This design comes from an exercise in tuning for small area, a short achievable clock period and few clock cycles per item on the open sky130 flow, not from production work.
Only simulation tests tie the RTL to the original design; equivalence was not proved.
Power figures rest on the tool's default switching activity, not on a simulated workload.

==> flow/design.v (outline; a module is shown in full before it is edited, if it fits) <==
// module seq_mult_16bit: 1529 lines
module seq_mult_16bit (
    input  wire         clk,
    input  wire         rst_n,
    input  wire         start,
    input  wire [15:0]  a_in,
    input  wire [15:0]  b_in,
    output wire [31:0]  p_out,
    output reg          done
);
  // ...
==> flow/flow/run.sh <==
#!/bin/bash
set -euo pipefail
cd "$(dirname "$0")/.."
bash standard.sh \
  "BUFFER_PORTS_ARGS=-buffer_cell sky130_fd_sc_hd__buf_2" \
  "SYNTH_ARGS=-noabc" \
  finish > flow_make.log 2>&1
==> flow/standard.sh <==
#!/bin/bash
# synth_recipe.tcl (not shown) runs the flow's synth.tcl, then flattens the netlist and writes it again
# the make line also repeats each setting of config.mk as NAME=value (left out here)
make -C /OpenROAD-flow-scripts/flow DESIGN_CONFIG=/design/flow/config.mk WORK_HOME=/design/flow/orfs CLKGATE_MAP_FILE= SYNTH_SCRIPT=/design/flow/synth_recipe.tcl "${@:-finish}"
==> flow/config.mk <==
export PLATFORM = sky130hd
export DESIGN_NAME = seq_mult_16bit
export DESIGN_NICKNAME = seq_mult_16bit
export VERILOG_FILES = /design/flow/design.v
export SDC_FILE = /design/flow/constraint.sdc
export NUM_CORES = 4
export LEC_CHECK = 0
export ABC_AREA = 1
export CAP_MARGIN = 20
export CORE_MARGIN = 2
export CORE_UTILIZATION = 65
export SETUP_SLACK_MARGIN = 1.0
export SLEW_MARGIN = 20
==> flow/constraint.sdc <==
create_clock -name core_clock -period 4.5 [get_ports {clk}]
set_input_delay 0.9000 -clock core_clock [delete_from_list [all_inputs] [get_ports {clk}]]
set_output_delay 0.9000 -clock core_clock [all_outputs]
set_load 0.01 [all_outputs]
==> metrics.yaml, run 1 <==
timing:
  rsz0062_at_grt: "yes"
  hold_slack_ps: 323
  finalCriticalPeriod_ps: 3480
  timing.fmax_mhz: 288
  hold_viol: 0
global_routing:
  grt_pass1_wl_um: 30200
  grtUsageMet2_pct: 49.5
  grt_remaining_overflow: 0
synthesis:
  synth_edf_count: 0
  yosysMostFrequentCell: "fa_1"
  ys_warn_count: 1
  synthFlopType: "dfxtp_1"
  synth_cell_types: 31
  synth_compound_area_share_pct: 12.4
power_and_ir_drop:
  p_sw_mw: 2.35
  p_clk_share_pct: 14.6
layout:
  drive_above_1_share_pct: 31.5
  fill_cells: 717
  regArea_sq_um: 1260
  clkbuf_count: 13
  area_share_nonclk_buffers_pct: 7.44
  buffers: 99
drt:
  vias: 5720
  routed.top_layer: "met4"
  drcViolationCount: 0
place:
  dp.cells: 908
  place_hpwl_um: 14600
clocking:
  cts.path.max_buffers: 2
  tritoncts: "built"
  cts_root_buffer: "clkbuf_16"
critical_path:
  path_depth: 10
  cp.arrival_ps: 3690
  slowest_stage: "fa_1"
  cp_num_buf_inv: 3
min_path:
  hp-class: "input port to asynchronous set/reset pin"
status:
  outcome: "finished clean"
Testbench counts, summed over its fixed seeds: cycles 2,400, items 2,400.
==> run 2: changes to the inputs <==
--- a/flow/config.mk
+++ b/flow/config.mk
@@ -9,5 +9,5 @@
 export CAP_MARGIN = 20
 export CORE_MARGIN = 2
 export CORE_UTILIZATION = 65
-export SETUP_SLACK_MARGIN = 1.0
+export SETUP_SLACK_MARGIN = 0.8
 export SLEW_MARGIN = 20
==> metrics.yaml, run 2 <==
power_and_ir_drop:
  power.internal_mw: 2.61  # was 2.98 mW
  power_leakage_nw: 3.63  # was 3.81 nW
  comb_power_share_pct: 67.5  # was 66.5%
  seqPwrFrac_pct: 19.9  # was 18.9%
  p_per_area_nw_per_um2: 582  # was 604 nW/um^2
  p_clk_share_pct: 12.6  # was 14.6%
  ir_drop_v: 0.000657  # was 0.000552 V
  p_sw_mw: 2.17  # was 2.35 mW
  finalPower_mw: 4.79  # was 5.33 mW
  sw_frac_of_total_pct: 45.4  # was 44.1%
clocking:
  tritoncts: "built"  # unchanged
  h-tree-depth: 3  # unchanged
  clk_pin_slew_ps: 50  # about the same
  cts_sinks: 62  # unchanged
  numCtsBuffers: 9  # unchanged
  cts_root_buffer: "clkbuf_16"  # unchanged
  cts.path.max_buffers: 2  # unchanged
layout:
  layout_common_cells: "fa_1, xnor2_1, o22ai_1"  # was xnor2_1, fa_1, o22ai_1
  top_register: "r0_q"  # unchanged
  largestRegisters: "r0_q x31, r1_q x30, done x1"  # unchanged
  drive_above_1_share_pct: 21.9  # was 31.5%
  final_common_cell: "fa_1"  # was xnor2_1
  largest_reg_flops: 31  # unchanged
  layout.nets: 1003  # was 993
  syn2layout_area_growth_pct: 10.7  # was 18.9%
  diodes: 0  # unchanged
synthesis:
  synth_top_area_share_pct: 28.0  # unchanged
  synth_compound_area_share_pct: 12.4  # unchanged
  ys_ff_latch: 62  # unchanged
  synth_xor_area_share_pct: 16.7  # unchanged
  synth_nets: 961  # unchanged
  synth_edf_count: 0  # unchanged
  synth_top_family_by_area: "adder cells"  # unchanged
  muxShareOfSynthArea_pct: 0  # unchanged
  ys_warn_count: 1  # unchanged
  synth.largest_area_cell: "fa_1"  # unchanged
  synthArstFlopShare_pct: 1.61  # unchanged
  yosys.area_share.adder_pct: 37.6  # unchanged
  netlist_top_cells_count: "fa_1, xnor2_1, o22ai_1"  # unchanged
  synth_area_sq_um: 7430  # unchanged
  synth.avg_cell_area_sq_um: 9.71  # unchanged
  yosys-top-cells-area: "fa_1, dfxtp_1, xnor2_1"  # unchanged
  yosysSeqAreaShare_pct: 16.8  # unchanged
  yosysMostFrequentCell: "fa_1"  # unchanged
  synthFlopType: "dfxtp_1"  # unchanged
  synth_cell_types: 31  # unchanged
  yosys.area_share.simple_pct: 6.52  # unchanged
  syn_inst: 765  # unchanged
timing:
  timing.final.crit_share_pct: 81.4  # was 77.2%
  setup_viol: 0  # unchanged
  hold_viol: 0  # unchanged
  tightest_slew_ps: 730  # was 647 ps
  slew_violations: 0  # unchanged
  rsz0062_at_grt: "yes"  # unchanged
  slew_headroom_pct: 50.8  # was 56.4%
  finalCriticalPeriod_ps: 3660  # was 3480 ps
  setup-tns-final_ps: 0  # unchanged
  timing.fmax_mhz: 273  # was 288 MHz
floorplan:
  chipWidth_um: 111  # unchanged
  num_rows: 39  # unchanged
  core_area_sq_um: 11300  # unchanged
  io_pins: 68  # unchanged
  chipHeight_um: 111  # unchanged
  die_area_sq_um: 12300  # unchanged
  start_util_pct: 65.9  # unchanged
flow_run:
  maxCapViolCount: 0  # unchanged
drt:
  wl_per_cell_um: 20.2  # was 20.4 um
  vias: 5721  # was 5,720
  vias_per_cell: 5.99  # was 6.05
  antenna_left: 0  # unchanged
  drt_wl_total_um: 19300  # about the same
  firstDrtPassIters: 5  # unchanged
  drcViolationCount: 0  # unchanged
  drt_iter0_markers: 438  # was 383
critical_path:
  cp.arrival_ps: 3880  # was 3690 ps
  critPathKind: "input port to flip-flop"  # unchanged
  crit_path_end_kind: "flip-flop"  # unchanged
  worstPathRequired_ps: 4710  # about the same
  critPathMaxFanout: 19  # was 12
  cp-start-kind: "input port"  # unchanged
place:
  portBuffers: 67  # unchanged
  place_hpwl_um: 14700  # was 14,600 um
  gp_congestion: 0.972  # was 0.991
global_routing:
  grt_pass1_vias: 5904  # was 5,790
  grt_remaining_overflow: 0  # unchanged
  antenna_found_initial: 0  # unchanged
  grt_max_degree: 20  # was 19
  grt_pass1_wl_um: 29900  # was 30,200 um
  grt_usage_pct: 31.4  # was 31.9%
min_path:
  hp-class: "input port to asynchronous set/reset pin"  # unchanged
status:
  outcome: "finished clean"  # unchanged
## run 2: cell count changes in the layout (fill, tap and decap cells not counted), sizes merged
cell      previous run  this run
bufinv               2         0
buf                 96       106
clkinvlp             5        11
inv                 57        53
clkbuf              16        15
clkinv               4         5
## run 2: critical path, cell delays in order
cell and delay (ps):
buf_6 160, ha_2 420, clkinv_2 180, o22ai_1 340
fa_1 500, fa_1 430, fa_1 530, fa_1 400
## run 2: logic make-up (layout without fill, tap and decap cells)
kind of cell    Yosys count  after routing
buf+inv                 143            190
simple gates            106            106
xor+xnor                142            142
fa+ha+maj               161            161
compound gates          151            151
flops                    62             62
## run 2: power groups by stage
stage                     sequential (mW)  clock [mW]  combinational [mW]
final                               0.952       0.604                3.23
after global routing                0.981       0.637                3.64
after CTS                           0.952       0.614                3.16
after detailed placement            0.962           0                3.13
after global placement              0.949           0                3.00
after floorplan                     0.928           0                2.76
## run 2: metal layers
metal | wire (um) | vias up | track usage [%]
met3 | 1730 | 44 | 7.22
met1 | 8100 | 2780 | 42.0
li1 | - | 2613 | -
met4 | 563 | 0 | 11.3
met5 | 0 | - | 0
met2 | 8880 | 284 | 50.6
## run 2: worst paths after layout
check | from | to | slack (ps) | cells past startpoint
setup / recovery | b_in[13] | r1_q[17] | 840 | 8
hold / removal | rst_n | done | 320 | 1
max in group asynchronous | rst_n | done | 4090 | 1
min in group core_clock | start | done | 660 | 1
## run 2: timing repair
item,4_1_cts,5_1_grt
endpoints found under the setup margin,18,27
hold buffers,0,0
buffers inserted,0,22
hold endpoints to repair,0,0
gates resized for setup,9,39
pin swaps,0,3
cloned,0,3
## run 2: area by class of cell
| type | count | area [sq um] |
|---|---|---|
| clock buffers | 14 | 244 |
| clock inverters | 2 | 10.0 |
| fillers | 809 | 3050 |
| inverters | 64 | 273 |
| multi-input cells | 560 | 5590 |
| flip-flops and latches | 62 | 1250 |
| well taps | 143 | 179 |
| repair buffers | 107 | 663 |
| repair inverters | 3 | 17.5 |
## run 2: per-stage QoR
stage | std cells | hold WS, ps | setup slack [ps] | utilization (%) | area [sq um]
floorplan | 765 | 604 | 809 | - | 7430
global placement | 914 | 675 | 333 | 67.3 | 7580
finish | 955 | 323 | 839 | 73.0 | 8220
global route | 955 | 320 | 746 | 73.0 | 8220
CTS | 930 | 313 | 814 | 69.8 | 7870
detailed placement | 914 | 676 | 259 | 67.3 | 7580
==> run 3: changes to the inputs <==
--- a/flow/config.mk
+++ b/flow/config.mk
@@ -9,5 +9,5 @@
 export CAP_MARGIN = 20
 export CORE_MARGIN = 2
 export CORE_UTILIZATION = 65
-export SETUP_SLACK_MARGIN = 0.8
+export SETUP_SLACK_MARGIN = 0.6
 export SLEW_MARGIN = 20
==> metrics.yaml, run 3 <==
status:
  outcome: "finished clean"  # unchanged
drt:
  vias_per_cell: 5.93  # was 5.99
  drt_wl_total_um: 18100  # was 19,300 um
  wl_per_cell_um: 19.4  # was 20.2 um
  firstDrtPassIters: 5  # unchanged
  vias: 5524  # was 5,721
  antenna_left: 0  # unchanged
  drt_iter0_markers: 359  # was 438
  drcViolationCount: 0  # unchanged
timing:
  finalCriticalPeriod_ps: 3800  # was 3660 ps
  hold_viol: 0  # unchanged
  slew_violations: 0  # unchanged
  rsz0062_at_grt: "yes"  # unchanged
  timing.fmax_mhz: 263  # was 273 MHz
  timing.final.crit_share_pct: 84.5  # was 81.4%
  setup_viol: 0  # unchanged
  slew_headroom_pct: 60.9  # was 50.8%
  tightest_slew_ps: 581  # was 730 ps
  setup-tns-final_ps: 0  # unchanged
synthesis:
  synth.largest_area_cell: "fa_1"  # unchanged
  synthFlopType: "dfxtp_1"  # unchanged
  yosysSeqAreaShare_pct: 16.8  # unchanged
  ys_ff_latch: 62  # unchanged
  synth_top_area_share_pct: 28.0  # unchanged
  synth.avg_cell_area_sq_um: 9.71  # unchanged
  yosys-top-cells-area: "fa_1, dfxtp_1, xnor2_1"  # unchanged
  synth_cell_types: 31  # unchanged
  synth_nets: 961  # unchanged
  synth_area_sq_um: 7430  # unchanged
  synth_edf_count: 0  # unchanged
  netlist_top_cells_count: "fa_1, xnor2_1, o22ai_1"  # unchanged
  syn_inst: 765  # unchanged
  ys_warn_count: 1  # unchanged
  yosysMostFrequentCell: "fa_1"  # unchanged
  synthArstFlopShare_pct: 1.61  # unchanged
critical_path:
  cp.arrival_ps: 4020  # was 3880 ps
  cpLargestDelayFamily: "adder cells"  # unchanged
  cp_common_cell: "fa_1"  # unchanged
  path_cells: "buf_2 > ha_1 > clkinvlp_4 > o22ai_1 > fa_1 > fa_1 > fa_1 > fa_1"  # was buf_6 > ha_2 > clkinv_2 > o22ai_1 > fa_1 > fa_1 > fa_1 > fa_1
  cp-start-kind: "input port"  # unchanged
  slowest_stage: "fa_1"  # unchanged
  crit_path_end_kind: "flip-flop"  # unchanged
  worstPathRequired_ps: 4720  # was 4710 ps
  critPathMaxFanout: 9  # was 19
  cpPeakStageDelay_ps: 570  # was 530 ps
  cp_num_buf_inv: 2  # unchanged
  critPathKind: "input port to flip-flop"  # unchanged
global_routing:
  antenna_found_initial: 0  # unchanged
  grt_remaining_overflow: 0  # unchanged
  grt_usage_pct: 31.1  # was 31.4%
  grt_pass1_vias: 5640  # was 5,904
  grt_max_degree: 20  # unchanged
  grt_pass1_wl_um: 29400  # was 29,900 um
floorplan:
  core_area_sq_um: 11300  # unchanged
  start_util_pct: 65.9  # unchanged
  die_area_sq_um: 12300  # unchanged
  io_pins: 68  # unchanged
  num_rows: 39  # unchanged
  chipWidth_um: 111  # unchanged
  chipHeight_um: 111  # unchanged
place:
  gp_congestion: 1.02  # was 0.972
  place_hpwl_um: 14500  # was 14,700 um
  placed_area_sq_um: 7590  # was 7580 sq um
  portBuffers: 67  # unchanged
power_and_ir_drop:
  power_leakage_nw: 3.53  # was 3.63 nW
  p_per_area_nw_per_um2: 600  # was 582 nW/um^2
  ir_drop_v: 0.000548  # was 0.000657 V
layout:
  multi_input_area_sq_um: 5460  # was 5590 sq um
  final_cell_area_sq_um: 7910  # was 8220 sq um
  syn2layout_area_growth_pct: 6.42  # was 10.7%
  regArea_sq_um: 1250  # unchanged
  layout.nets: 980  # was 1,003
  top_register: "r0_q"  # unchanged
  largest_reg_flops: 31  # unchanged
  layout_common_cells: "fa_1, xnor2_1, o22ai_1"  # unchanged
  largestRegisters: "r0_q x31, r1_q x30, done x1"  # unchanged
  drive_above_1_share_pct: 16.2  # was 21.9%
  final_common_cell: "fa_1"  # unchanged
  post-route-util_pct: 70.1  # was 73.0%
  fill_cells: 898  # was 809
  diodes: 0  # unchanged
clocking:
  clk_pin_slew_ps: 50  # about the same
  cts_root_buffer: "clkbuf_16"  # unchanged
  cts_sinks: 62  # unchanged
  ctsHoldBuffers: 0  # unchanged
  h-tree-depth: 3  # unchanged
  cts.path.max_buffers: 2  # unchanged
  numCtsBuffers: 9  # unchanged
  tritoncts: "built"  # unchanged
flow_run:
  maxCapViolCount: 0  # unchanged
min_path:
  hp-class: "input port to asynchronous set/reset pin"  # unchanged
-- run 3: cell counts after synthesis --
No cell type changed its count.
-- run 3: where the power goes --
| part | internal [mW] | leakage (nW) | switching [mW] |
|---|---|---|---|
| Sequential | 0.812 | 0.525 | 0.138 |
| Clock | 0.424 | 0.143 | 0.245 |
| Combinational | 1.38 | 2.86 | 1.74 |
| Total | 2.61 | 3.53 | 2.13 |
-- run 3: cell type report --
type,count,area share [%]
Inverter,64,3.13
Timing Repair Buffer,87,6.19
Multi-Input combinational cell,560,69.1
Sequential cell,62,15.8
Tap cell,143,2.26
Clock inverter,5,0.633
Clock buffer,11,2.94
-- run 3: what timing repair did --
action / in CTS / in global routing
endpoints found under the setup margin: 0 / 14
buffers inserted: 0 / 1
gates resized for setup: 0 / 6
-- run 3: cells by family (layout without fill, tap and decap cells) --
logic type	count (synthesis)	after routing	share of synthesized area [%]
AO/OA/AOI/OAI	151	151	12.4
buffers and inverters	143	167	9.92
AND/OR/NAND/NOR	106	106	6.52
adder cells (fa/ha/maj)	161	161	37.6
flip-flops	62	62	16.8
XOR/XNOR	142	142	16.7
-- run 3: layer usage --
layer | wire length [um] | GRT usage (%)
met4 | 367 | 9.25
met5 | 0 | 0
met3 | 1570 | 7.33
met2 | 8290 | 48.7
met1 | 7900 | 43.6
-- run 3: worst paths after layout --
| check | from | to | slack, ps | cells past startpoint |
|---|---|---|---|---|
| setup / recovery | b_in[13] | r1_q[18] | 700 | 8 |
| hold / removal | rst_n | done | 320 | 1 |
| max in group asynchronous | rst_n | done | 4100 | 1 |
| min in group core_clock | start | done | 660 | 1 |
-- run 3: through the flow --
step | setup slack (ps) | power (mW) | hold slack [ps] | std cells
6_report | 696 | 4.74 | 322 | 932
5_1_grt | 589 | 5.22 | 314 | 932
4_1_cts | 693 | 4.79 | 311 | 931
3_5_place_dp | 357 | 4.10 | 675 | 915
3_3_place_gp | 362 | 3.97 | 675 | 915
2_1_floorplan | 736 | 3.69 | 604 | 765
==> run 4: changes to the inputs <==
==> flow/flow/run.sh (replaced) <==
#!/bin/bash
set -euo pipefail
cd "$(dirname "$0")/.."
GRT_SETUP_MARGIN=0.6
bash standard.sh \
  "BUFFER_PORTS_ARGS=-buffer_cell sky130_fd_sc_hd__buf_2" \
  "SYNTH_ARGS=-noabc" \
  cts > flow_make_cts.log 2>&1
bash standard.sh \
  "BUFFER_PORTS_ARGS=-buffer_cell sky130_fd_sc_hd__buf_2" \
  "SYNTH_ARGS=-noabc" \
  "SETUP_SLACK_MARGIN=$GRT_SETUP_MARGIN" \
  finish > flow_make.log 2>&1
--- a/flow/config.mk
+++ b/flow/config.mk
@@ -9,5 +9,5 @@
 export CAP_MARGIN = 20
 export CORE_MARGIN = 2
 export CORE_UTILIZATION = 65
-export SETUP_SLACK_MARGIN = 0.6
+export SETUP_SLACK_MARGIN = 1.0
 export SLEW_MARGIN = 20
==> metrics.yaml, run 4 <==
status:
  outcome: "finished clean"  # unchanged
critical_path:
  slowest_stage: "fa_1"  # unchanged
  cpPeakStageDelay_ps: 530  # was 570 ps
  worstPathRequired_ps: 4720  # about the same
  crit_start: "b_in[7]"  # was b_in[13]
  cpLargestDelayFamily: "adder cells"  # unchanged
  crit_path_end_kind: "flip-flop"  # unchanged
  critPathKind: "input port to flip-flop"  # unchanged
  cp-endpoint: "r1_q[19]"  # was r1_q[18]
  cp_num_buf_inv: 3  # was 2
  path_depth: 10  # was 8
  cp.arrival_ps: 3770  # was 4020 ps
  cp-start-kind: "input port"  # unchanged
  path_cells: "buf_2 > inv_1 > nand3_1 > nand2_1 > clkinvlp_4 > o22ai_1 > fa_2 > fa_2 > fa_1 > fa_1"  # was buf_2 > ha_1 > clkinvlp_4 > o22ai_1 > fa_1 > fa_1 > fa_1 > fa_1
  critPathMaxFanout: 16  # was 9
timing:
  slew_violations: 0  # unchanged
  setup_viol: 0  # unchanged
  finalCriticalPeriod_ps: 3550  # was 3800 ps
  slew_headroom_pct: 57.6  # was 60.9%
  setup-tns-final_ps: 0  # unchanged
  hold_slack_ps: 319  # was 322 ps
  rsz0062_at_grt: "no"  # was yes
  tightest_slew_ps: 629  # was 581 ps
  timing.fmax_mhz: 281  # was 263 MHz
  hold_viol: 0  # unchanged
  timing.final.crit_share_pct: 79.0  # was 84.5%
layout:
  drive_above_1_share_pct: 23.9  # was 16.2%
  layout_common_cells: "xnor2_1, fa_1, o22ai_1"  # was fa_1, xnor2_1, o22ai_1
  largest_reg_flops: 31  # unchanged
  layout.nets: 978  # was 980
  fill_cells: 814  # was 898
  largestRegisters: "r0_q x31, r1_q x30, done x1"  # unchanged
  syn2layout_area_growth_pct: 11.7  # was 6.42%
  diodes: 0  # unchanged
  top_register: "r0_q"  # unchanged
global_routing:
  grt_pass1_vias: 5790  # was 5,640
  grt_remaining_overflow: 0  # unchanged
  antenna_found_initial: 0  # unchanged
  grt_usage_pct: 31.9  # was 31.1%
  grt_pass1_wl_um: 30200  # was 29,400 um
  grt_max_degree: 19  # was 20
floorplan:
  chipHeight_um: 111  # unchanged
  core_area_sq_um: 11300  # unchanged
  start_util_pct: 65.9  # unchanged
  io_pins: 68  # unchanged
  chipWidth_um: 111  # unchanged
  die_area_sq_um: 12300  # unchanged
  num_rows: 39  # unchanged
clocking:
  h-tree-depth: 3  # unchanged
  clk_pin_slew_ps: 50  # about the same
  ctsHoldBuffers: 0  # unchanged
  cts_sinks: 62  # unchanged
  cts.path.max_buffers: 2  # unchanged
  tritoncts: "built"  # unchanged
  cts_root_buffer: "clkbuf_16"  # unchanged
  numCtsBuffers: 9  # unchanged
synthesis:
  synth.largest_area_cell: "fa_1"  # unchanged
  synth.avg_cell_area_sq_um: 9.71  # unchanged
  ys_ff_latch: 62  # unchanged
  syn_inst: 765  # unchanged
  netlist_top_cells_count: "fa_1, xnor2_1, o22ai_1"  # unchanged
  synth_cell_types: 31  # unchanged
  synth_edf_count: 0  # unchanged
  yosysMostFrequentCell: "fa_1"  # unchanged
  synth_nets: 961  # unchanged
  ys_warn_count: 1  # unchanged
  synth_top_area_share_pct: 28.0  # unchanged
  synthArstFlopShare_pct: 1.61  # unchanged
  yosys-top-cells-area: "fa_1, dfxtp_1, xnor2_1"  # unchanged
  yosysSeqAreaShare_pct: 16.8  # unchanged
  synth_area_sq_um: 7430  # unchanged
  synthFlopType: "dfxtp_1"  # unchanged
drt:
  drt_iter0_markers: 323  # was 359
  vias_per_cell: 6.03  # was 5.93
  antenna_left: 0  # unchanged
  vias: 5605  # was 5,524
  firstDrtPassIters: 5  # unchanged
  wl_per_cell_um: 19.8  # was 19.4 um
  drcViolationCount: 0  # unchanged
  drt_wl_total_um: 18400  # was 18,100 um
place:
  gp_congestion: 0.991  # was 1.02
  portBuffers: 67  # unchanged
  place_hpwl_um: 14600  # was 14,500 um
flow_run:
  maxCapViolCount: 0  # unchanged
min_path:
  hp-class: "input port to asynchronous set/reset pin"  # unchanged
power_and_ir_drop:
  ir_drop_v: 0.000532  # was 0.000548 V
  power_leakage_nw: 3.65  # was 3.53 nW
  p_per_area_nw_per_um2: 602  # was 600 nW/um^2
==> run 4: worst min path at each step <==
stage / slack, ps / cells past startpoint / end
finish: 320 / 1 / done
global route: 320 / 1 / done
CTS: 310 / 1 / done
detailed placement: 680 / 1 / done
global placement: 670 / 1 / done
floorplan: 600 / 0 / done
==> run 4: area by class of cell <==
cell class	count	area, sq um	area share, %
tap	143	179	2.16
timing repair buffer	85	495	5.97
multi-input combinational	560	5780	69.6
clock buffer	13	270	3.26
clock inverter	3	65.1	0.784
sequential	62	1250	15.0
inverter	64	262	3.15
==> run 4: layer usage <==
metal | up-vias | GRT usage (%) | share of wire (%)
li1 | 2555 | - | -
met3 | 20 | 7.00 | 8.9
met4 | 0 | 8.58 | 1.5
met1 | 2788 | 45.7 | 44
met5 | - | 0 | 0
met2 | 242 | 49.5 | 46
==> run 4: logic make-up after synthesis <==
group	Yosys count	share of synthesized area, %
adders and majority gates	161	37.6
AOI/OAI and AO/OA	151	12.4
buffers and inverters	143	9.92
xor gates and xnor gates	142	16.7
and+or+nand+nor	106	6.52
DFF	62	16.8
==> run 4: repair_timing <==
| action | CTS | global route |
|---|---|---|
| buffers inserted | 6 | 0 |
| resized for setup | 34 | 0 |
| setup endpoints to repair | 29 | 0 |
| endpoints found under the hold margin | 0 | 0 |
==> run 4: stage by stage <==
stage	setup WS, ps	total power, mW	std cells	utilization (%)	area, sq um
after CTS	957	5.01	930	73.6	8300
after floorplan	983	3.74	765	-	7700
final	946	5.00	930	73.6	8300
after global routing	769	5.50	930	73.6	8300
after detailed placement	459	4.14	908	68.9	7760
after global placement	506	4.01	908	68.9	7760
==> run 4: power breakdown <==
| part | leakage, nW | switching [mW] | internal, mW |
|---|---|---|---|
| combinational | 2.96 | 1.80 | 1.46 |
| sequential | 0.525 | 0.144 | 0.814 |
| clock | 0.166 | 0.253 | 0.529 |
==> run 5: changes to the inputs <==
--- a/flow/config.mk
+++ b/flow/config.mk
@@ -11,3 +11,4 @@
 export CORE_UTILIZATION = 65
 export SETUP_SLACK_MARGIN = 1.0
 export SLEW_MARGIN = 20
+export TNS_END_PERCENT = 0
==> metrics.yaml, run 5 <==
status:
  outcome: "finished clean"  # unchanged
critical_path:
  critPathKind: "input port to flip-flop"  # unchanged
  crit_path_end_kind: "flip-flop"  # unchanged
  path_cells: "buf_2 > buf_6 > nor2_1 > nand2_1 > nand2_1 > clkinvlp_4 > o22ai_2 > fa_1 > fa_1 > fa_1 > fa_1"  # was buf_2 > inv_1 > nand3_1 > nand2_1 > clkinvlp_4 > o22ai_1 > fa_2 > fa_2 > fa_1 > fa_1
  cp_common_cell: "fa_1"
  cp-start-kind: "input port"  # unchanged
  cp.arrival_ps: 3770  # about the same
  cpLargestDelayFamily: "adder cells"  # unchanged
  cp_num_buf_inv: 3  # unchanged
  cpPeakStageDelay_ps: 550  # was 530 ps
  critPathMaxFanout: 16  # unchanged
  slowest_stage: "fa_1"  # unchanged
  worstPathRequired_ps: 4710  # was 4720 ps
drt:
  wl_per_cell_um: 20.0  # was 19.8 um
  antenna_left: 0  # unchanged
  drt_iter0_markers: 345  # was 323
  vias: 5597  # was 5,605
  drcViolationCount: 0  # unchanged
  vias_per_cell: 5.97  # was 6.03
  drt_wl_total_um: 18800  # was 18,400 um
  firstDrtPassIters: 5  # unchanged
synthesis:
  synth.largest_area_cell: "fa_1"  # unchanged
  syn_inst: 765  # unchanged
  synth.avg_cell_area_sq_um: 9.71  # unchanged
  synth_edf_count: 0  # unchanged
  synth_cell_types: 31  # unchanged
  yosysSeqAreaShare_pct: 16.8  # unchanged
  yosysMostFrequentCell: "fa_1"  # unchanged
  yosys-top-cells-area: "fa_1, dfxtp_1, xnor2_1"  # unchanged
  netlist_top_cells_count: "fa_1, xnor2_1, o22ai_1"  # unchanged
  synth_nets: 961  # unchanged
  synth_area_sq_um: 7430  # unchanged
  synth_top_area_share_pct: 28.0  # unchanged
  ys_warn_count: 1  # unchanged
  synthFlopType: "dfxtp_1"  # unchanged
  ys_ff_latch: 62  # unchanged
  synthArstFlopShare_pct: 1.61  # unchanged
timing:
  timing.final.crit_share_pct: 79.0  # about the same
  hold_viol: 0  # unchanged
  tightest_slew_ps: 723  # was 629 ps
  slew_violations: 0  # unchanged
  timing.fmax_mhz: 281  # about the same
  setup-tns-final_ps: 0  # unchanged
  finalCriticalPeriod_ps: 3560  # was 3550 ps
  slew_headroom_pct: 51.3  # was 57.6%
  hold_slack_ps: 323  # was 319 ps
  setup_viol: 0  # unchanged
  rsz0062_at_grt: "no"  # unchanged
floorplan:
  core_area_sq_um: 11300  # unchanged
  start_util_pct: 65.9  # unchanged
  die_area_sq_um: 12300  # unchanged
  chipWidth_um: 111  # unchanged
  num_rows: 39  # unchanged
  io_pins: 68  # unchanged
  chipHeight_um: 111  # unchanged
layout:
  diodes: 0  # unchanged
  regArea_sq_um: 1250  # about the same
  layout_common_cells: "xnor2_1, fa_1, o22ai_1"  # unchanged
  post-route-util_pct: 72.9  # was 73.6%
  syn2layout_area_growth_pct: 10.7  # was 11.7%
  fill_cells: 835  # was 814
  largest_reg_flops: 31  # unchanged
  top_register: "r0_q"  # unchanged
  drive_above_1_share_pct: 22.6  # was 23.9%
  multi_input_area_sq_um: 5700  # was 5780 sq um
  finalNonFillerCells: 938  # was 930
  largestRegisters: "r0_q x31, r1_q x30, done x1"  # unchanged
  layout.nets: 986  # was 978
place:
  portBuffers: 67  # unchanged
  place_hpwl_um: 14900  # was 14,600 um
  gp_congestion: 0.928  # was 0.991
  dp.cells: 912  # was 908
global_routing:
  antenna_found_initial: 0  # unchanged
  grt_pass1_wl_um: 30800  # was 30,200 um
  grt_pass1_vias: 6029  # was 5,790
  grt_usage_pct: 32.6  # was 31.9%
  grt_remaining_overflow: 0  # unchanged
  grt_max_degree: 19  # unchanged
clocking:
  h-tree-depth: 3  # unchanged
  numCtsBuffers: 9  # unchanged
  cts_sinks: 62  # unchanged
  clk_pin_slew_ps: 50  # about the same
  tritoncts: "built"  # unchanged
  cts.path.max_buffers: 2  # unchanged
  cts_root_buffer: "clkbuf_16"  # unchanged
power_and_ir_drop:
  ir_drop_v: 0.000713  # was 0.000532 V
  power_leakage_nw: 3.63  # was 3.65 nW
  p_per_area_nw_per_um2: 587  # was 602 nW/um^2
min_path:
  hp-class: "input port to asynchronous set/reset pin"  # unchanged
flow_run:
  maxCapViolCount: 0  # unchanged
==> run 5: cell counts after synthesis <==
Identical to the previous run, type by type.
==> run 5: per-stage QoR <==
step	setup slack, ps	area [sq um]	total power [mW]
2_1_floorplan	983	7640	3.73
3_3_place_gp	433	7740	3.98
3_5_place_dp	406	7740	4.15
4_1_cts	991	8220	4.87
5_1_grt	798	8220	5.32
6_report	943	8220	4.82
==> run 5: worst max path at each step <==
stage | startpoint | end | cells past startpoint
6_report | b_in[5] | r1_q[20] | 11
5_1_grt | r0_q[9] | p_out[23] | 14
4_1_cts | r0_q[15] | p_out[30] | 13
3_5_place_dp | b_in[11] | r1_q[14] | 11
3_3_place_gp | b_in[11] | r1_q[19] | 12
2_1_floorplan | b_in[13] | r1_q[15] | 8
==> run 5: logic make-up (layout without fill, tap and decap cells) <==
group                    Yosys count  after routing  synth area share (%)
buffers and inverters            143            173                  9.92
AND/OR/NAND/NOR                  106            106                  6.52
AO/OA/AOI/OAI                    151            151                  12.4
XOR/XNOR                         142            142                  16.7
adder cells (fa/ha/maj)          161            161                  37.6
flip-flops                        62             62                  16.8
==> run 5: metal layers <==
layer / global-route usage (%) / wire length, um / vias up
met5: 0 / 0 / -
met4: 12.3 / 480 / 0
met3: 7.49 / 1810 / 37
met2: 50.8 / 8560 / 260
met1: 44.8 / 7920 / 2727
li1: - / - / 2573
==> run 5: cell type report <==
| type | instances | share of cell area, % |
|---|---|---|
| timing repair buffer | 93 | 6.89 |
| tap | 143 | 2.18 |
| inverter | 64 | 3.32 |
| multi-input combinational | 560 | 69.4 |
| clock buffer | 14 | 2.97 |
| sequential | 62 | 15.2 |
| clock inverter | 2 | 0.122 |
==> run 5: timing repair <==
| action | in CTS | in global routing |
|---|---|---|
| hold buffers | 0 | 0 |
| gates resized for setup | 36 | 0 |
| buffers inserted | 10 | 0 |
| setup endpoints to repair | 32 | 0 |
==> run 5: power by group <==
group          switching [mW]  internal (mW)
sequential              0.144          0.813
combinational            1.81           1.45
clock                   0.236          0.371
total                    2.19           2.63
==> run 6: changes to the inputs <==
--- a/flow/flow/run.sh
+++ b/flow/flow/run.sh
@@ -1,7 +1,7 @@
 #!/bin/bash
 set -euo pipefail
 cd "$(dirname "$0")/.."
-GRT_SETUP_MARGIN=0.6
+GRT_SETUP_MARGIN=0.8
 bash standard.sh \
   "BUFFER_PORTS_ARGS=-buffer_cell sky130_fd_sc_hd__buf_2" \
   "SYNTH_ARGS=-noabc" \
--- a/flow/config.mk
+++ b/flow/config.mk
@@ -8,7 +8,6 @@
 export ABC_AREA = 1
 export CAP_MARGIN = 20
 export CORE_MARGIN = 2
-export CORE_UTILIZATION = 65
+export CORE_UTILIZATION = 55
 export SETUP_SLACK_MARGIN = 1.0
 export SLEW_MARGIN = 20
-export TNS_END_PERCENT = 0
==> metrics.yaml, run 6 <==
status:
  outcome: "finished clean"  # unchanged
layout:
  largestRegisters: "r0_q x31, r1_q x30, done x1"  # unchanged
  layout_common_cells: "fa_1, xnor2_1, o22ai_1"  # was xnor2_1, fa_1, o22ai_1
  layout.nets: 978  # was 986
  fill_cells: 1112  # was 835
  top_register: "r0_q"  # unchanged
  multi_input_area_sq_um: 5730  # was 5700 sq um
  diodes: 0  # unchanged
  syn2layout_area_growth_pct: 11.2  # was 10.7%
  final_common_cell: "fa_1"
  regArea_sq_um: 1250  # about the same
  largest_reg_flops: 31  # unchanged
  drive_above_1_share_pct: 22.9  # was 22.6%
synthesis:
  synthArstFlopShare_pct: 1.61  # unchanged
  ys_ff_latch: 62  # unchanged
  synth_nets: 961  # unchanged
  synth_cell_types: 31  # unchanged
  synth.largest_area_cell: "fa_1"  # unchanged
  yosys-top-cells-area: "fa_1, dfxtp_1, xnor2_1"  # unchanged
  yosysMostFrequentCell: "fa_1"  # unchanged
  ys_warn_count: 1  # unchanged
  synth.avg_cell_area_sq_um: 9.71  # unchanged
  synth_edf_count: 0  # unchanged
  netlist_top_cells_count: "fa_1, xnor2_1, o22ai_1"  # unchanged
  syn_inst: 765  # unchanged
  yosysSeqAreaShare_pct: 16.8  # unchanged
  synthFlopType: "dfxtp_1"  # unchanged
  synth_area_sq_um: 7430  # unchanged
  synth_top_area_share_pct: 28.0  # unchanged
timing:
  slew_violations: 0  # unchanged
  finalCriticalPeriod_ps: 3510  # was 3560 ps
  timing.fmax_mhz: 285  # was 281 MHz
  setup-tns-final_ps: 0  # unchanged
  tightest_slew_ps: 650  # was 723 ps
  rsz0062_at_grt: "no"  # unchanged
  hold_viol: 0  # unchanged
  timing.final.crit_share_pct: 78.0  # was 79.0%
  setup_viol: 0  # unchanged
  slew_headroom_pct: 56.2  # was 51.3%
critical_path:
  cp_num_buf_inv: 2  # was 3
  crit_path_end_kind: "flip-flop"  # unchanged
  cp_common_cell: "fa_1"  # unchanged
  cpPeakStageDelay_ps: 530  # was 550 ps
  slowest_stage: "fa_1"  # unchanged
  path_cells: "buf_2 > nand2_1 > nand2_1 > clkinvlp_4 > o22ai_1 > fa_1 > fa_2 > fa_1 > fa_1"  # was buf_2 > buf_6 > nor2_1 > nand2_1 > nand2_1 > clkinvlp_4 > o22ai_2 > fa_1 > fa_1 > fa_1 > fa_1
  cpLargestDelayFamily: "adder cells"  # unchanged
  critPathKind: "input port to flip-flop"  # unchanged
  critPathMaxFanout: 15  # was 16
  cp.arrival_ps: 3730  # was 3770 ps
  path_depth: 9  # was 11
  worstPathRequired_ps: 4720  # was 4710 ps
  cp-start-kind: "input port"  # unchanged
drt:
  firstDrtPassIters: 5  # unchanged
  drt_iter0_markers: 242  # was 345
  vias_per_cell: 5.63  # was 5.97
  antenna_left: 0  # unchanged
  drcViolationCount: 0  # unchanged
  wl_per_cell_um: 19.1  # was 20.0 um
  drt_wl_total_um: 18400  # was 18,800 um
  vias: 5425  # was 5,597
place:
  place_hpwl_um: 14800  # was 14,900 um
  portBuffers: 67  # unchanged
  gp_congestion: 0.946  # was 0.928
clocking:
  tritoncts: "built"  # unchanged
  clk_pin_slew_ps: 50  # about the same
  h-tree-depth: 3  # unchanged
  numCtsBuffers: 9  # unchanged
  ctsHoldBuffers: 0  # unchanged
  cts.path.max_buffers: 2  # unchanged
  cts_sinks: 62  # unchanged
  cts_root_buffer: "clkbuf_16"  # unchanged
global_routing:
  grt_usage_pct: 27.2  # was 32.6%
  grt_pass1_wl_um: 29500  # was 30,800 um
  antenna_found_initial: 0  # unchanged
  grt_max_degree: 18  # was 19
  grt_remaining_overflow: 0  # unchanged
  grt_pass1_vias: 5650  # was 6,029
floorplan:
  start_util_pct: 56.3  # was 65.9%
  core_area_sq_um: 13200  # was 11,300 sq um
  io_pins: 68  # unchanged
  chipHeight_um: 120  # was 111 um
  chipWidth_um: 120  # was 111 um
  die_area_sq_um: 14500  # was 12,300 sq um
  num_rows: 42  # was 39
flow_run:
  maxCapViolCount: 0  # unchanged
power_and_ir_drop:
  ir_drop_v: 0.000320  # was 0.000713 V
  p_per_area_nw_per_um2: 590  # was 587 nW/um^2
  finalPower_mw: 4.88  # was 4.82 mW
  power_leakage_nw: 3.63  # about the same
min_path:
  hp-class: "input port to asynchronous set/reset pin"  # unchanged
## run 6: worst max path at each step
stage | startpoint | end | slack (ps)
final | b_in[5] | r1_q[19] | 990
after global routing | r0_q[9] | p_out[23] | 810
after CTS | b_in[5] | r1_q[19] | 1000
after detailed placement | b_in[3] | r1_q[20] | 390
after global placement | b_in[3] | r1_q[20] | 490
after floorplan | b_in[13] | r1_q[15] | 980
## run 6: through the flow
step	std cells	utilization (%)	worst slack (ps)	hold WS [ps]	instance area (sq um)
3_3_place_gp	943	59.3	493	675	7820
5_1_grt	963	62.6	806	306	8260
6_report	963	62.6	991	322	8260
2_1_floorplan	765	-	983	604	7700
3_5_place_dp	943	59.3	389	678	7820
4_1_cts	963	62.6	1000	316	8260
## run 6: repair_timing
action | CTS | global route
hold endpoints to repair | 0 | 0
buffers inserted | 4 | 0
setup endpoints to repair | 27 | 0
resized for setup | 20 | 0
## run 6: logic make-up (layout without fill, tap and decap cells)
family | count (synthesis) | count (layout) | share of synthesized area [%]
AOI/OAI and AO/OA | 151 | 151 | 12.4
buffers and inverters | 143 | 165 | 9.92
DFF | 62 | 62 | 16.8
and+or+nand+nor | 106 | 106 | 6.52
xor gates and xnor gates | 142 | 142 | 16.7
adders and majority gates | 161 | 161 | 37.6
## run 6: layout make-up
type	count	area share, %
Inverter	64	3.17
Clock buffer	14	3.44
Tap cell	176	2.67
Clock inverter	2	0.455
Timing Repair Buffer	85	5.76
Multi-Input combinational cell	560	69.4
Sequential cell	62	15.1
## run 6: per-layer routing
metal / share of wire, % / global-route usage (%) / vias to the layer above / wire [um]
li1: - / - / 2555 / -
met1: 46 / 38.3 / 2646 / 8500
met2: 45 / 41.9 / 186 / 8220
met3: 6.3 / 6.13 / 38 / 1160
met4: 2.7 / 9.08 / 0 / 489
met5: 0 / 0 / - / 0
## run 6: power by group
group / total [mW] / internal (mW) / switching, mW
combinational: 3.19 / 1.42 / 1.77
sequential: 0.954 / 0.812 / 0.142
clock: 0.734 / 0.489 / 0.246
total: 4.88 / 2.72 / 2.16
==> run 7: changes to the inputs <==
--- a/flow/flow/run.sh
+++ b/flow/flow/run.sh
@@ -1,7 +1,7 @@
 #!/bin/bash
 set -euo pipefail
 cd "$(dirname "$0")/.."
-GRT_SETUP_MARGIN=0.8
+GRT_SETUP_MARGIN=0.6
 bash standard.sh \
   "BUFFER_PORTS_ARGS=-buffer_cell sky130_fd_sc_hd__buf_2" \
   "SYNTH_ARGS=-noabc" \
==> metrics.yaml, run 7 <==
power_and_ir_drop:
  p_sw_mw: 2.16  # unchanged
  p_clk_share_pct: 15.1  # about the same
  p_per_area_nw_per_um2: 590  # unchanged
  comb_power_share_pct: 65.4  # about the same
  ir_drop_v: 0.000320  # unchanged
  power_leakage_nw: 3.63  # unchanged
  power.internal_mw: 2.72  # unchanged
  seqPwrFrac_pct: 19.6  # about the same
  sw_frac_of_total_pct: 44.2  # unchanged
layout:
  syn2layout_area_growth_pct: 11.2  # unchanged
  layout_common_cells: "fa_1, xnor2_1, o22ai_1"  # unchanged
  final_cell_area_sq_um: 8260  # unchanged
  multi_input_area_sq_um: 5730  # unchanged
  top_register: "r0_q"  # unchanged
  diodes: 0  # unchanged
  final_common_cell: "fa_1"  # unchanged
  drive_above_1_share_pct: 22.9  # unchanged
  regArea_sq_um: 1250  # unchanged
  layout.nets: 978  # unchanged
  fill_cells: 1112  # unchanged
  largestRegisters: "r0_q x31, r1_q x30, done x1"  # unchanged
  largest_reg_flops: 31  # unchanged
drt:
  drt_wl_total_um: 18400  # unchanged
  antenna_left: 0  # unchanged
  drcViolationCount: 0  # unchanged
  drt_iter0_markers: 242  # unchanged
  firstDrtPassIters: 5  # unchanged
  vias: 5425  # unchanged
  wl_per_cell_um: 19.1  # unchanged
  vias_per_cell: 5.63  # unchanged
status:
  outcome: "finished clean"  # unchanged
global_routing:
  grt_max_degree: 18  # unchanged
  antenna_found_initial: 0  # unchanged
  grt_pass1_wl_um: 29500  # unchanged
  grt_usage_pct: 27.2  # unchanged
  grt_pass1_vias: 5650  # unchanged
  grt_remaining_overflow: 0  # unchanged
place:
  portBuffers: 67  # unchanged
  place_hpwl_um: 14800  # unchanged
  gp_congestion: 0.946  # unchanged
  dp_slack_ps: 389  # unchanged
  placed_area_sq_um: 7820  # unchanged
floorplan:
  start_util_pct: 56.3  # unchanged
  core_area_sq_um: 13200  # unchanged
  chipWidth_um: 120  # unchanged
  num_rows: 42  # unchanged
  die_area_sq_um: 14500  # unchanged
  chipHeight_um: 120  # unchanged
  io_pins: 68  # unchanged
synthesis:
  synth_top_family_by_area: "adder cells"  # unchanged
  yosys.area_share.simple_pct: 6.52  # unchanged
  syn_inst: 765  # unchanged
  synth_area_sq_um: 7430  # unchanged
  netlist_top_cells_count: "fa_1, xnor2_1, o22ai_1"  # unchanged
  yosys-top-cells-area: "fa_1, dfxtp_1, xnor2_1"  # unchanged
  muxShareOfSynthArea_pct: 0  # unchanged
  synthFlopType: "dfxtp_1"  # unchanged
  yosysMostFrequentCell: "fa_1"  # unchanged
  yosys.area_share.adder_pct: 37.6  # unchanged
  synth.avg_cell_area_sq_um: 9.71  # unchanged
  synth_edf_count: 0  # unchanged
  synth.largest_area_cell: "fa_1"  # unchanged
  synth_cell_types: 31  # unchanged
  synth_nets: 961  # unchanged
  synth_top_area_share_pct: 28.0  # unchanged
  synth_xor_area_share_pct: 16.7  # unchanged
  yosysSeqAreaShare_pct: 16.8  # unchanged
  ys_ff_latch: 62  # unchanged
  synth_compound_area_share_pct: 12.4  # unchanged
  synthArstFlopShare_pct: 1.61  # unchanged
  ys_warn_count: 1  # unchanged
timing:
  finalCriticalPeriod_ps: 3510  # unchanged
  timing.final.crit_share_pct: 78.0  # unchanged
  slew_violations: 0  # unchanged
  setup_viol: 0  # unchanged
  slew_headroom_pct: 56.2  # unchanged
  layout_setup_ws_ps: 991  # unchanged
  tightest_slew_ps: 650  # unchanged
  timing.fmax_mhz: 285  # unchanged
  rsz0062_at_grt: "no"  # unchanged
  hold_viol: 0  # unchanged
  setup-tns-final_ps: 0  # unchanged
critical_path:
  cp-start-kind: "input port"  # unchanged
  critPathKind: "input port to flip-flop"  # unchanged
  worstPathRequired_ps: 4720  # about the same
  cp.arrival_ps: 3730  # about the same
  critPathMaxFanout: 15  # unchanged
  crit_path_end_kind: "flip-flop"  # unchanged
clocking:
  tritoncts: "built"  # unchanged
  cts.path.max_buffers: 2  # unchanged
  h-tree-depth: 3  # unchanged
  ctsHoldBuffers: 0  # unchanged
  numCtsBuffers: 9  # unchanged
  clk_pin_slew_ps: 50  # about the same
  cts_root_buffer: "clkbuf_16"  # unchanged
  cts_sinks: 62  # unchanged
flow_run:
  maxCapViolCount: 0  # unchanged
min_path:
  hp-class: "input port to asynchronous set/reset pin"  # unchanged
## run 7: cell counts after synthesis
No cell type changed its count.
## run 7: path summary, 6_finish.rpt
kind | start | endpoint | slack, ps | depth (start not counted)
max | b_in[5] | r1_q[19] | 990 | 9
min | rst_n | done | 320 | 1
max in group asynchronous | rst_n | done | 4090 | 1
min in group core_clock | start | done | 660 | 1
## run 7: routing by layer
layer	vias up	share of wire (%)	track usage, %
li1	2555	-	-
met1	2646	46	38.3
met2	186	45	41.9
met3	38	6.3	6.13
met4	0	2.7	9.08
met5	-	0	0
## run 7: power groups by stage
stage	logic [mW]	registers, mW	clock network [mW]
detailed placement	3.18	0.965	0
global route	3.64	0.981	0.781
floorplan	2.81	0.928	0
finish	3.19	0.954	0.734
CTS	3.24	0.957	0.752
global placement	3.05	0.959	0
## run 7: cell families after synthesis
group	Yosys count
DFF	62
xor gates and xnor gates	142
adders and majority gates	161
and+or+nand+nor	106
AOI/OAI and AO/OA	151
buffers and inverters	143
## run 7: worst max-delay path: stages
cell and delay [ps]:
buf_2 260, nand2_1 120, nand2_1 130, clkinvlp_4 260, o22ai_1 270, fa_1 460, fa_2 380, fa_1 530
fa_1 400
## run 7: timing repair
| action | CTS | global route |
|---|---|---|
| gates resized for setup | 20 | 0 |
| setup buffers | 4 | 0 |
| endpoints found under the setup margin | 27 | 0 |
| hold endpoints to repair | 0 | 0 |
## run 7: stage by stage
step                hold slack, ps  instances  util (%)  total power [mW]
floorplan                      604        765         -              3.74
global placement               675        943      59.3              4.01
detailed placement             678        943      59.3              4.14
CTS                            316        963      62.6              4.95
global route                   306        963      62.6              5.41
finish                         322        963      62.6              4.88
## run 7: layout make-up
type | instances | area share [%]
clock inverter | 2 | 0.455
tap | 176 | 2.67
clock buffer | 14 | 3.44
timing repair buffer | 85 | 5.76
multi-input combinational | 560 | 69.4
sequential | 62 | 15.1
inverter | 64 | 3.17
==> run 8: changes to the inputs <==
--- a/flow/config.mk
+++ b/flow/config.mk
@@ -9,5 +9,8 @@
 export CAP_MARGIN = 20
 export CORE_MARGIN = 2
 export CORE_UTILIZATION = 55
+export CTS_BUF_LIST = sky130_fd_sc_hd__clkbuf_4
+export CTS_CLUSTER_DIAMETER = 200
+export CTS_CLUSTER_SIZE = 64
 export SETUP_SLACK_MARGIN = 1.0
 export SLEW_MARGIN = 20
==> metrics.yaml, run 8 <==
critical_path:
  cp.arrival_ps: 3900  # was 3730 ps
  cp_common_cell: "fa_1"  # unchanged
  cpPeakStageDelay_ps: 560  # was 530 ps
  critPathKind: "input port to flip-flop"  # unchanged
  cp-start-kind: "input port"  # unchanged
  critPathMaxFanout: 12  # was 15
  path_cells: "buf_2 > nand2_1 > a21oi_1 > inv_1 > ha_1 > fa_1 > fa_1 > fa_1"  # was buf_2 > nand2_1 > nand2_1 > clkinvlp_4 > o22ai_1 > fa_1 > fa_2 > fa_1 > fa_1
  cp_num_buf_inv: 2  # unchanged
  worstPathRequired_ps: 4830  # was 4720 ps
  cpLargestDelayFamily: "adder cells"  # unchanged
  crit_path_end_kind: "flip-flop"  # unchanged
  slowest_stage: "a21oi_1"  # was fa_1
synthesis:
  yosys-top-cells-area: "fa_1, dfxtp_1, xnor2_1"  # unchanged
  synth.largest_area_cell: "fa_1"  # unchanged
  syn_inst: 765  # unchanged
  synth_compound_area_share_pct: 12.4  # unchanged
  synth.avg_cell_area_sq_um: 9.71  # unchanged
  muxShareOfSynthArea_pct: 0  # unchanged
  synth_top_area_share_pct: 28.0  # unchanged
  synth_nets: 961  # unchanged
  yosysMostFrequentCell: "fa_1"  # unchanged
  ys_ff_latch: 62  # unchanged
  yosys.area_share.adder_pct: 37.6  # unchanged
  synth_area_sq_um: 7430  # unchanged
  netlist_top_cells_count: "fa_1, xnor2_1, o22ai_1"  # unchanged
  synthFlopType: "dfxtp_1"  # unchanged
  synth_top_family_by_area: "adder cells"  # unchanged
  synthArstFlopShare_pct: 1.61  # unchanged
  synth_xor_area_share_pct: 16.7  # unchanged
  synth_cell_types: 31  # unchanged
  synth_edf_count: 0  # unchanged
  yosysSeqAreaShare_pct: 16.8  # unchanged
  yosys.area_share.simple_pct: 6.52  # unchanged
  ys_warn_count: 1  # unchanged
global_routing:
  grt_usage_pct: 27.3  # was 27.2%
  grt_pass1_wl_um: 29700  # was 29,500 um
  grt_remaining_overflow: 0  # unchanged
  grt_max_degree: 18  # unchanged
  antenna_found_initial: 1  # was 0
  grt_pass1_vias: 5668  # was 5,650
power_and_ir_drop:
  sw_frac_of_total_pct: 46.1  # was 44.2%
  p_clk_share_pct: 8.0  # was 15.1%
  seqPwrFrac_pct: 20.7  # was 19.6%
  p_sw_mw: 2.19  # was 2.16 mW
  p_per_area_nw_per_um2: 574  # was 590 nW/um^2
  power_leakage_nw: 3.57  # was 3.63 nW
  comb_power_share_pct: 71.3  # was 65.4%
  ir_drop_v: 0.000293  # was 0.000320 V
  power.internal_mw: 2.55  # was 2.72 mW
  finalPower_mw: 4.74  # was 4.88 mW
drt:
  wl_per_cell_um: 19.1  # about the same
  antenna_left: 0  # unchanged
  drcViolationCount: 0  # unchanged
  vias: 5515  # was 5,425
  firstDrtPassIters: 5  # unchanged
  drt_wl_total_um: 18600  # was 18,400 um
  vias_per_cell: 5.69  # was 5.63
  drt_iter0_markers: 316  # was 242
layout:
  post-route-util_pct: 62.6  # about the same
  top_register: "r0_q"  # unchanged
  largestRegisters: "r0_q x31, r1_q x30, done x1"  # unchanged
  final_common_cell: "xnor2_1"  # was fa_1
  fill_cells: 1104  # was 1,112
  drive_above_1_share_pct: 26.0  # was 22.9%
  syn2layout_area_growth_pct: 11.1  # was 11.2%
  final_cell_area_sq_um: 8250  # was 8260 sq um
  layout_common_cells: "xnor2_1, fa_1, o22ai_1"  # was fa_1, xnor2_1, o22ai_1
  largest_reg_flops: 31  # unchanged
  layout.nets: 984  # was 978
  multi_input_area_sq_um: 5860  # was 5730 sq um
  finalNonFillerCells: 970  # was 963
  regArea_sq_um: 1260  # was 1250 sq um
timing:
  tightest_slew_ps: 570  # was 650 ps
  timing.fmax_mhz: 280  # was 285 MHz
  setup-tns-final_ps: 0  # unchanged
  setup_viol: 0  # unchanged
  finalCriticalPeriod_ps: 3570  # was 3510 ps
  rsz0062_at_grt: "no"  # unchanged
  hold_viol: 0  # unchanged
  slew_headroom_pct: 61.6  # was 56.2%
  slew_violations: 0  # unchanged
  timing.final.crit_share_pct: 79.4  # was 78.0%
place:
  place_hpwl_um: 14800  # unchanged
  placed_area_sq_um: 7820  # unchanged
  portBuffers: 67  # unchanged
  dp.cells: 943  # unchanged
  gp_congestion: 0.946  # unchanged
clocking:
  ctsHoldBuffers: 0  # unchanged
  tritoncts: "built"  # unchanged
  numCtsBuffers: 9  # unchanged
  cts.path.max_buffers: 2  # unchanged
  clk_pin_slew_ps: 100  # was 50 ps
  h-tree-depth: 3  # unchanged
  cts_sinks: 62  # unchanged
  cts_root_buffer: "clkbuf_4"  # was clkbuf_16
floorplan:
  chipWidth_um: 120  # unchanged
  io_pins: 68  # unchanged
  chipHeight_um: 120  # unchanged
  die_area_sq_um: 14500  # unchanged
  core_area_sq_um: 13200  # unchanged
  num_rows: 42  # unchanged
  start_util_pct: 56.3  # unchanged
status:
  outcome: "finished clean"  # unchanged
min_path:
  hp-class: "input port to asynchronous set/reset pin"  # unchanged
flow_run:
  maxCapViolCount: 0  # unchanged
==> run 8: cell families (layout without fill, tap and decap cells) <==
family / after synthesis / after routing
simple gates: 106 / 106
compound gates: 151 / 151
buf+inv: 143 / 171
xor+xnor: 142 / 142
fa+ha+maj: 161 / 161
flops: 62 / 62
other cells: 0 / 1
==> run 8: layout make-up <==
class	instances	share of cell area, %
clock inverter	6	0.637
tap	176	2.67
multi-input combinational	560	71.0
timing repair buffer	91	6.40
inverter	64	3.12
antenna	1	0.0303
sequential	62	15.2
clock buffer	10	0.910
==> run 8: timing repair <==
item                                    4_1_cts  5_1_grt
resized for setup                            44        0
hold endpoints to repair                      0        0
buffers inserted                             10        0
endpoints found under the setup margin       26        0
==> run 8: worst max-delay path by stage <==
stage / startpoint / slack (ps) / to / cells after the start
2_1_floorplan: b_in[13] / 980 / r1_q[15] / 8
3_3_place_gp: b_in[3] / 490 / r1_q[20] / 8
3_5_place_dp: b_in[3] / 390 / r1_q[20] / 8
4_1_cts: r0_q[0] / 920 / p_out[30] / 16
5_1_grt: r0_q[9] / 750 / p_out[30] / 15
6_report: b_in[1] / 930 / r1_q[18] / 8
==> run 8: per-stage QoR <==
step                setup slack (ps)  hold WS (ps)
floorplan                        983           604
global placement                 493           675
detailed placement               389           678
CTS                              923           184
global route                     746           171
finish                           928           209
==> run 8: metal layers <==
metal	routed length, um	global-route usage (%)
met1	8430	38.8
met5	0	0
met2	8480	43.5
met3	1250	4.53
met4	393	7.49
==> run 8: power groups by stage <==
stage | sequential (mW) | clock [mW] | combinational (mW)
final | 0.983 | 0.378 | 3.38
after CTS | 0.986 | 0.392 | 3.43
after global routing | 1.01 | 0.418 | 3.85
after detailed placement | 0.965 | 0 | 3.18
after global placement | 0.959 | 0 | 3.05
after floorplan | 0.928 | 0 | 2.81
==> run 9: changes to the inputs <==
--- a/flow/config.mk
+++ b/flow/config.mk
@@ -9,8 +9,9 @@
 export CAP_MARGIN = 20
 export CORE_MARGIN = 2
 export CORE_UTILIZATION = 55
-export CTS_BUF_LIST = sky130_fd_sc_hd__clkbuf_4
-export CTS_CLUSTER_DIAMETER = 200
-export CTS_CLUSTER_SIZE = 64
+export CTS_BUF_LIST = sky130_fd_sc_hd__clkbuf_4 sky130_fd_sc_hd__clkbuf_8
+export CTS_CLUSTER_DIAMETER = 100
+export CTS_CLUSTER_SIZE = 32
 export SETUP_SLACK_MARGIN = 1.0
 export SLEW_MARGIN = 20
+export TNS_END_PERCENT = 0
==> metrics.yaml, run 9 <==
layout:
  syn2layout_area_growth_pct: 10.6  # was 11.1%
  largest_reg_flops: 31  # unchanged
  largestRegisters: "r0_q x31, r1_q x30, done x1"  # unchanged
  final_common_cell: "fa_1"  # was xnor2_1
  final_cell_area_sq_um: 8220  # was 8250 sq um
  diodes: 0  # was 1
  finalNonFillerCells: 969  # was 970
  layout_common_cells: "fa_1, xnor2_1, o22ai_1"  # was xnor2_1, fa_1, o22ai_1
  layout.nets: 985  # was 984
  top_register: "r0_q"  # unchanged
  drive_above_1_share_pct: 24.7  # was 26.0%
synthesis:
  synth_top_area_share_pct: 28.0  # unchanged
  synthFlopType: "dfxtp_1"  # unchanged
  ys_warn_count: 1  # unchanged
  synth_nets: 961  # unchanged
  synth_area_sq_um: 7430  # unchanged
  yosysSeqAreaShare_pct: 16.8  # unchanged
  synthArstFlopShare_pct: 1.61  # unchanged
  synth.largest_area_cell: "fa_1"  # unchanged
  syn_inst: 765  # unchanged
  yosys-top-cells-area: "fa_1, dfxtp_1, xnor2_1"  # unchanged
  synth_edf_count: 0  # unchanged
  netlist_top_cells_count: "fa_1, xnor2_1, o22ai_1"  # unchanged
  synth.avg_cell_area_sq_um: 9.71  # unchanged
  synth_cell_types: 31  # unchanged
  yosysMostFrequentCell: "fa_1"  # unchanged
  ys_ff_latch: 62  # unchanged
place:
  placed_area_sq_um: 7770  # was 7820 sq um
  dp.cells: 944  # was 943
  gp_congestion: 0.973  # was 0.946
  portBuffers: 67  # unchanged
  place_hpwl_um: 15200  # was 14,800 um
critical_path:
  crit_path_end_kind: "flip-flop"  # unchanged
  critPathMaxFanout: 12  # unchanged
  cp-start-kind: "input port"  # unchanged
  worstPathRequired_ps: 4740  # was 4830 ps
  critPathKind: "input port to flip-flop"  # unchanged
  cp.arrival_ps: 3810  # was 3900 ps
  cp-endpoint: "r1_q[15]"  # was r1_q[18]
  crit_start: "b_in[5]"  # was b_in[1]
drt:
  drt_wl_total_um: 18900  # was 18,600 um
  firstDrtPassIters: 5  # unchanged
  drt_iter0_markers: 285  # was 316
  antenna_left: 0  # unchanged
  wl_per_cell_um: 19.5  # was 19.1 um
  vias: 5509  # was 5,515
  vias_per_cell: 5.69  # about the same
  drcViolationCount: 0  # unchanged
power_and_ir_drop:
  p_per_area_nw_per_um2: 579  # was 574 nW/um^2
  finalPower_mw: 4.76  # was 4.74 mW
  power.internal_mw: 2.57  # was 2.55 mW
  comb_power_share_pct: 69.2  # was 71.3%
  seqPwrFrac_pct: 20.4  # was 20.7%
  p_sw_mw: 2.19  # about the same
  p_clk_share_pct: 10.4  # was 8.0%
  sw_frac_of_total_pct: 46.0  # was 46.1%
  ir_drop_v: 0.000293  # about the same
  power_leakage_nw: 3.60  # was 3.57 nW
timing:
  setup_viol: 0  # unchanged
  slew_violations: 0  # unchanged
  timing.fmax_mhz: 280  # about the same
  rsz0062_at_grt: "no"  # unchanged
  slew_headroom_pct: 51.3  # was 61.6%
  finalCriticalPeriod_ps: 3580  # was 3570 ps
  hold_viol: 0  # unchanged
  tightest_slew_ps: 723  # was 570 ps
  timing.final.crit_share_pct: 79.5  # was 79.4%
  hold_slack_ps: 290  # was 209 ps
  setup-tns-final_ps: 0  # unchanged
min_path:
  hp-class: "input port to asynchronous set/reset pin"  # unchanged
global_routing:
  antenna_found_initial: 0  # was 1
  grt_max_degree: 19  # was 18
  grt_usage_pct: 28.0  # was 27.3%
  grt_remaining_overflow: 0  # unchanged
  grt_pass1_vias: 5838  # was 5,668
  grt_pass1_wl_um: 30400  # was 29,700 um
floorplan:
  die_area_sq_um: 14500  # unchanged
  num_rows: 42  # unchanged
  core_area_sq_um: 13200  # unchanged
  io_pins: 68  # unchanged
  chipWidth_um: 120  # unchanged
  chipHeight_um: 120  # unchanged
  start_util_pct: 56.3  # unchanged
clocking:
  numCtsBuffers: 9  # unchanged
  cts_sinks: 62  # unchanged
  cts_root_buffer: "clkbuf_8"  # was clkbuf_4
  clk_pin_slew_ps: 70  # was 100 ps
  ctsHoldBuffers: 0  # unchanged
  tritoncts: "built"  # unchanged
  cts.path.max_buffers: 2  # unchanged
  h-tree-depth: 3  # unchanged
flow_run:
  maxCapViolCount: 0  # unchanged
status:
  outcome: "finished clean"  # unchanged
[run 9: cell types whose count changed in the layout (fill, tap and decap cells not counted), sizes merged]
cell	before	now
buf	91	92
clkbuf	10	11
clkinv	8	6
diode	1	0
[run 9: how the worst min path moves through the flow]
stage | startpoint | depth (start not counted) | end
final | rst_n | 1 | done
after detailed placement | rst_n | 1 | done
after CTS | rst_n | 1 | done
after global routing | rst_n | 1 | done
after global placement | rst_n | 1 | done
after floorplan | rst_n | 0 | done
[run 9: power by group through the flow]
| stage | clock [mW] | combinational, mW | sequential, mW |
|---|---|---|---|
| after floorplan | 0 | 2.81 | 0.928 |
| after global placement | 0 | 3.06 | 0.955 |
| final | 0.495 | 3.29 | 0.969 |
| after detailed placement | 0 | 3.21 | 0.964 |
| after CTS | 0.513 | 3.33 | 0.973 |
| after global routing | 0.532 | 3.74 | 0.996 |
[run 9: final cells by class]
cell class	count	area, sq um
well taps	176	220
clock buffers	11	145
inverters	64	262
multi-input cells	560	5750
fillers	1157	4970
clock inverters	4	47.5
flip-flops and latches	62	1250
repair buffers	92	537
[run 9: logic make-up (layout without fill, tap and decap cells)]
kind of cell / after synthesis / count (layout) / synth area share [%]
compound gates: 151 / 151 / 12.4
flops: 62 / 62 / 16.8
fa+ha+maj: 161 / 161 / 37.6
simple gates: 106 / 106 / 6.52
buf+inv: 143 / 171 / 9.92
xor+xnor: 142 / 142 / 16.7
[run 9: through the flow]
stage | utilization (%) | setup WS (ps)
6_report | 62.3 | 925
3_3_place_gp | 58.9 | 460
5_1_grt | 62.3 | 762
2_1_floorplan | - | 983
4_1_cts | 62.3 | 974
3_5_place_dp | 58.9 | 438
[run 9: per-layer routing]
metal  track usage [%]  share of wire (%)
met3              5.19                6.8
met4              10.5                2.9
met1              39.1                 46
met5                 0                  0
met2              43.5                 45
[run 9: critical path: stages]
cell	delay [ps]
buf_2	180
buf_6	180
nor2_1	90
nand2_1	70
nand2_1	110
clkinvlp_4	230
buf_4	240
o22ai_1	130
ha_1	260
fa_1	420
fa_1	560
fa_1	420
[run 9: timing repair]
item,in CTS,in global routing
buffers inserted,10,0
setup endpoints to repair,33,0
gates resized for setup,39,0

## re-timing with driven ports
The flow's constraints put no driver on any port. The routed layouts listed below were extracted and timed again, unchanged, in two steps. Step 1: set_driving_cell puts a clkbuf_16 on clk and a buf_2 on each other input, an assumption about the parent block. Step 2 moves the port delays by t, midway between the first and last clock arrival at a register: inputs arrive t later, outputs are due t later. That takes back most of the time a late clock gives input paths. Three values: no drivers, after step 1, after step 2; two values: the first two.
run	shift t [ns]	setup slack, ns	hold slack, ns
run 1	0.379	1.024 / 0.998 / 0.656	0.323 / 0.305 / 0.684
run 2	0.378	0.839 / 0.848 / 0.470	0.323 / 0.305 / 0.683
run 3	0.384	0.696 / 0.721 / 0.337	0.322 / 0.299 / 0.683
run 4	0.382	0.946 / 0.957 / 0.576	0.319 / 0.303 / 0.684
run 5	0.374	0.943 / 0.954 / 0.580	0.323 / 0.309 / 0.683
run 6	0.380	0.991 / 0.973 / 0.631	0.322 / 0.304 / 0.684
run 7	0.380	0.991 / 0.973 / 0.631	0.322 / 0.304 / 0.684
run 8	0.476	0.928 / 0.911 / 0.466	0.209 / 0.197 / 0.673
run 9	0.404	0.925 / 0.934 / 0.530	0.290 / 0.276 / 0.680
After both steps setup and hold are still met in every run listed. The setup slack of run 8, which loses most, moves by -0.017 ns with the drivers and by -0.462 ns with both steps.
